What follows belongs to an exercise in optimizing a design on an open flow for small area; a production flow would make more cautious choices. RTL that was checked went through simulation tests only; none was proved equivalent to the original.

JK:
Design cordic_pipe_rtl, start of the top module:
module cordic_pipe_rtl( clock, reset, ce, angle_in, sin_out, cos_out, valid_out );
clock: 5.0 ns
lec_check: 0
abc_area: 1
cap_margin: 20
core_margin: 2
core_utilization: 60
slew_margin: 20
standard.sh (not shown) runs the stock make flow with config.mk's settings and CLKGATE_MAP_FILE= SYNTH_SCRIPT=/design/flow/synth_recipe.tcl, a recipe that flattens the netlist after the stock synthesis.
==> flow/flow/run.sh <==
#!/bin/bash
# Layout flow: the standard ORFS flow (standard.sh) with
#  - synthesis without the generic ABC pass that yosys's synth runs before full-adder
#    extraction (registers are unchanged; only the combinational mapping differs),
#  - a smaller clock tree: no dummy loads, clkbuf_8 leaf buffers, clusters of at most 16 sinks,
#  - buf_1 cells as the port buffers.
# Each tool's output goes to standard.log in this folder.
set -o pipefail
export SYNTH_ARGS="-noabc"
export CTS_ARGS="-sink_clustering_enable -repair_clock_nets -dont_use_dummy_load -buf_list sky130_fd_sc_hd__clkbuf_8 -sink_clustering_size 20 -sink_clustering_max_diameter 60"
export BUFFER_PORTS_ARGS="-buffer_cell sky130_fd_sc_hd__buf_1"
bash standard.sh > standard.log 2>&1
diff inputs: JK => MS
--- a/flow/flow/run.sh
+++ b/flow/flow/run.sh
@@ -10 +10 @@
-export CTS_ARGS="-sink_clustering_enable -repair_clock_nets -dont_use_dummy_load -buf_list sky130_fd_sc_hd__clkbuf_8 -sink_clustering_size 20 -sink_clustering_max_diameter 60"
+export CTS_ARGS="-sink_clustering_enable -repair_clock_nets -dont_use_dummy_load -buf_list sky130_fd_sc_hd__clkbuf_8 -sink_clustering_size 16 -sink_clustering_max_diameter 60"
Results
- MS reached the final stage; the timing, DRC and antenna checks on its layout passed.
- Average wire per standard cell: MS vs JK, no meaningful difference
- Between JK and MS, the delay of the slowest cell on the worst path does not differ in any meaningful way.
- Fmax | MS vs JK | MS slower

Another version of the RTL of cordic_pipe_rtl (not shown whole).
For scale: ~1500 cells after synthesis, about 270 flip-flops, about 0.017 mm2 of cells after synthesis.
==> flow/design.v (excerpt) <==
module cordic_pipe_rtl( clock, reset, ce, angle_in, sin_out, cos_out, valid_out );
export LEC_CHECK = 0
export CAP_MARGIN = 20
export CORE_MARGIN = 2
export CORE_UTILIZATION = 60
export CTS_BUF_LIST = sky130_fd_sc_hd__clkbuf_8 sky130_fd_sc_hd__clkbuf_16
export CTS_CLUSTER_DIAMETER = 60
export CTS_CLUSTER_SIZE = 20
export SLEW_MARGIN = 20
create_clock -name core_clock -period 5.0 [get_ports {clock}]
run.sh (not shown) runs the stock make flow with config.mk's settings and CLKGATE_MAP_FILE= SYNTH_SCRIPT=/design/flow/synth_recipe.tcl, a recipe that flattens the netlist after the stock synthesis.
Stock flow here: none of the scripts above is used.
==> next run, changes <==
==> flow/flow/run.sh (new file) <==
#!/bin/bash
# Layout flow: the standard ORFS flow with a smaller clock tree (no dummy loads,
# clkbuf_8 leaf buffers in clusters of at most 16 sinks) and buf_1 port buffers.
set -o pipefail
cp standard.sh standard_sh_copy.txt
export CTS_ARGS="-sink_clustering_enable -repair_clock_nets -dont_use_dummy_load -buf_list {sky130_fd_sc_hd__clkbuf_4 sky130_fd_sc_hd__clkbuf_8} -sink_clustering_size 14 -sink_clustering_max_diameter 60"
export BUFFER_PORTS_ARGS="-buffer_cell sky130_fd_sc_hd__buf_1"
bash standard.sh > standard.log 2>&1
==> flow/standard.sh (new file) <==
#!/bin/bash
# synth_recipe.tcl (not shown) runs the flow's synth.tcl, then flattens the netlist and writes it again
# the make line also repeats each setting of config.mk as NAME=value (left out here)
make -C /OpenROAD-flow-scripts/flow DESIGN_CONFIG=/design/flow/config.mk WORK_HOME=/design/flow/orfs CLKGATE_MAP_FILE= SYNTH_SCRIPT=/design/flow/synth_recipe.tcl "${@:-finish}"
- CTS_BUF_LIST: sky130_fd_sc_hd__clkbuf_8 sky130_fd_sc_hd__clkbuf_16 -> sky130_fd_sc_hd__clkbuf_8
- CTS_CLUSTER_SIZE: 20 -> 16
removed: flow/run.sh
Design area goes down by 4.9%.
Die area is unchanged.
Non-clock buffer count falls by 4.
Setup slack improved by 0.051 ns.
Wire length shrinks by 1.1%.
Critical path depth does not change.
Via count decreases by 0.74%.
Fmax is higher by 1.1%.
==> next run, changes <==
==> flow/run.sh (new file) <==
#!/bin/bash
# synth_recipe.tcl (not shown) runs the flow's synth.tcl, then flattens the netlist and writes it again
# the make line also repeats each setting of config.mk as NAME=value (left out here)
make -C /OpenROAD-flow-scripts/flow DESIGN_CONFIG=/design/flow/config.mk WORK_HOME=/design/flow/orfs CLKGATE_MAP_FILE= SYNTH_SCRIPT=/design/flow/synth_recipe.tcl finish
removed: flow/flow/run.sh
removed: flow/standard.sh
Worst setup slack degrades by 0.012 ns.
Maximum frequency is about the same.
Worst hold slack degrades by 0.0087 ns.
==> next run, changes <==
- ABC_CLOCK_PERIOD_IN_PS: not set -> 4400
- CTS_BUF_LIST: sky130_fd_sc_hd__clkbuf_8 -> not set
- CTS_CLUSTER_DIAMETER: 60 -> not set
- CTS_CLUSTER_SIZE: 16 -> not set
First-iteration DRC count went up by 9.1%.
Setup slack got worse by 0.020 ns.
Via count fell by 0.34%.
Hold slack gets better by 0.0033 ns.
Design area increases by 1.8%.
Synthesized area stays the same.
Count of clock-buffer cells in the layout rises by 10.
Global-route usage hardly moves.
Register-to-register slack is worse by 0.02 ns.
==> next run, changes <==
==> flow/flow/run.sh (new file) <==
#!/bin/bash
# Layout flow: the standard ORFS flow with a smaller clock tree (no dummy loads,
# clkbuf_8 leaf buffers in clusters of at most 16 sinks) and buf_1 port buffers.
set -o pipefail
cp standard.sh standard_sh_copy.txt
export CTS_ARGS="-sink_clustering_enable -repair_clock_nets -dont_use_dummy_load -buf_list sky130_fd_sc_hd__clkbuf_8 -sink_clustering_size 16 -sink_clustering_max_diameter 60"
export BUFFER_PORTS_ARGS="-buffer_cell sky130_fd_sc_hd__buf_1"
bash standard.sh > standard.log 2>&1
==> flow/standard.sh (new file) <==
#!/bin/bash
# synth_recipe.tcl (not shown) runs the flow's synth.tcl, then flattens the netlist and writes it again
# the make line also repeats each setting of config.mk as NAME=value (left out here)
make -C /OpenROAD-flow-scripts/flow DESIGN_CONFIG=/design/flow/config.mk WORK_HOME=/design/flow/orfs CLKGATE_MAP_FILE= SYNTH_SCRIPT=/design/flow/synth_recipe.tcl "${@:-finish}"
- ABC_CLOCK_PERIOD_IN_PS: 4400 -> not set
- CTS_BUF_LIST: not set -> sky130_fd_sc_hd__clkbuf_8
- CTS_CLUSTER_DIAMETER: not set -> 60
- CTS_CLUSTER_SIZE: not set -> 16
removed: flow/run.sh
Hold slack got worse by 0.0036 ns.
Synthesized cell count is unchanged.
Fmax increases by about 0.44%.
Design area decreases by 5.2%.
Count of clock-buffer cells in the layout decreases by 15.
==> next run, changes <==
- ABC_AREA: not set -> 1
- CTS_BUF_LIST: sky130_fd_sc_hd__clkbuf_8 -> not set
- CTS_CLUSTER_DIAMETER: 60 -> not set
- CTS_CLUSTER_SIZE: 16 -> not set
Setup slack loses 0.061 ns.
Cell count goes up by a little under a tenth.
Clock-buffer cell count stays the same.
Global-route usage is higher by 0.66 points.
Register-to-register slack degrades by 0.06 ns.
Wire length went up slightly.
Flip-flop and latch count does not change.
Die area is about the same.
Via count goes up by a few percent.
Final area is about the same.

== run 1 ==
Another version of the RTL of cordic_pipe_rtl (not shown whole).
Size in the first run: ~270 flip-flops, about 40 I/O pins, roughly 0.017 sq mm of cells after synthesis.
## cordic_pipe_rtl
module cordic_pipe_rtl( clock, reset, ce, angle_in, sin_out, cos_out, valid_out );
Settings: LEC_CHECK=0, CAP_MARGIN=20, CORE_MARGIN=2, CORE_UTILIZATION=60, SLEW_MARGIN=20; clock period 5.0 ns.
standard.sh (not shown) runs the stock make flow with config.mk's settings and CLKGATE_MAP_FILE= SYNTH_SCRIPT=/design/flow/synth_recipe.tcl, a recipe that flattens the netlist after the stock synthesis.
==> flow/flow/run.sh <==
#!/bin/bash
# Layout flow: the standard ORFS flow with a smaller clock tree (no dummy loads,
# clkbuf_8 leaf buffers in clusters of at most 16 sinks) and buf_1 port buffers.
set -o pipefail
cp standard.sh standard_sh_copy.txt
export CTS_ARGS="-sink_clustering_enable -repair_clock_nets -dont_use_dummy_load -buf_list sky130_fd_sc_hd__clkbuf_8 -sink_clustering_size 16 -sink_clustering_max_diameter 60"
export BUFFER_PORTS_ARGS="-buffer_cell sky130_fd_sc_hd__buf_1"
bash standard.sh > standard.log 2>&1
#### Input delta (run 2 over run 1)
Settings: an added ABC_AREA of 1.
### Flow results
Re number of setup buffers added after CTS: run 2 and run 1 aren't equal, and the lower value belongs to run 2. Changes observed in run 2 relative to run 1: minimum hold slack has decreased, sequential share of layout area has increased, worst-skew pair later-pin latency fell 0.03 ns. Run 2: no failed stages, no open violations at the end. Synthesized net count ended up 162 higher on run 2 than on run 1. Starting utilization of the core area across run 2 and run 1: no real change. The die boundary width of run 2 and that of run 1 are within noise of each other. In run 2, the final cell area excluding filler cells came out 0.61% below the value in run 1.
No run of this note included a check of the RTL's function; only the layout flow was run.

Another version of the RTL of cordic_pipe_rtl (not shown whole).
Size: about 1400 cells after synthesis, about 270 flip-flops, roughly 40 I/O pins, ~17000 sq um of cells after synthesis.
clock: 5.0 ns
lec_check: 0
cap_margin: 20
core_margin: 2
core_utilization: 60
slew_margin: 20
Scripts as last shown in full above: flow/flow/run.sh
Then changed:
--- a/flow/config.mk
+++ b/flow/config.mk
@@ -7,0 +8 @@
+export ABC_AREA = 1
=> Sequential share of layout area grows by 0.48 points. Final cell count rose by 8.7%. Flip-flop and latch count is unchanged.
Function was not checked in any run of this note: the RTL went through the layout flow alone.

[re-timing with driven ports]
In the flow no input, the clock included, has a driving cell. The finished layouts below were timed again as built, in two steps. Step 1 (the two cells are an assumption about what drives the block):
set clk [get_ports {clock}]
set_driving_cell -lib_cell sky130_fd_sc_hd__clkbuf_16 $clk
set_driving_cell -lib_cell sky130_fd_sc_hd__buf_2 [delete_from_list [all_inputs] $clk]
Step 2 adds t to the input delays and takes it off the output delays; t is the mean of the earliest and latest rising clock arrival at the registers after step 1. Input paths then give back, and output paths get back, about the clock's delay inside the block. Three values: no drivers, after step 1, after step 2; two values: the first two.
run	t (ns)	setup slack, ns	worst setup path after step 2
JK	0.587	0.112 / 0.112 / 0.112	register to register
MS	0.588	0.088 / 0.088 / 0.088	register to register
the first run of note 2	0.599	0.228 / 0.228 / 0.228	register to register
the second run of note 2	0.589	0.279 / 0.279 / 0.279	register to register
the third run of note 2	0.631	0.267 / 0.267 / 0.267	register to register
the fourth run of note 2	0.589	0.247 / 0.247 / 0.247	register to register
the fifth run of note 2	0.587	0.268 / 0.268 / 0.268	register to register
the sixth run of note 2	0.591	0.207 / 0.207 / 0.207	register to register
run 1	0.594	0.171 / 0.171 / 0.171	register to register
run 2	0.588	0.157 / 0.157 / 0.157	register to register
the first run of note 4	0.590	0.217 / 0.217 / 0.217	register to register
the second run of note 4	0.591	0.360 / 0.360 / 0.360	register to register
After both steps setup and hold are still met in every run listed.
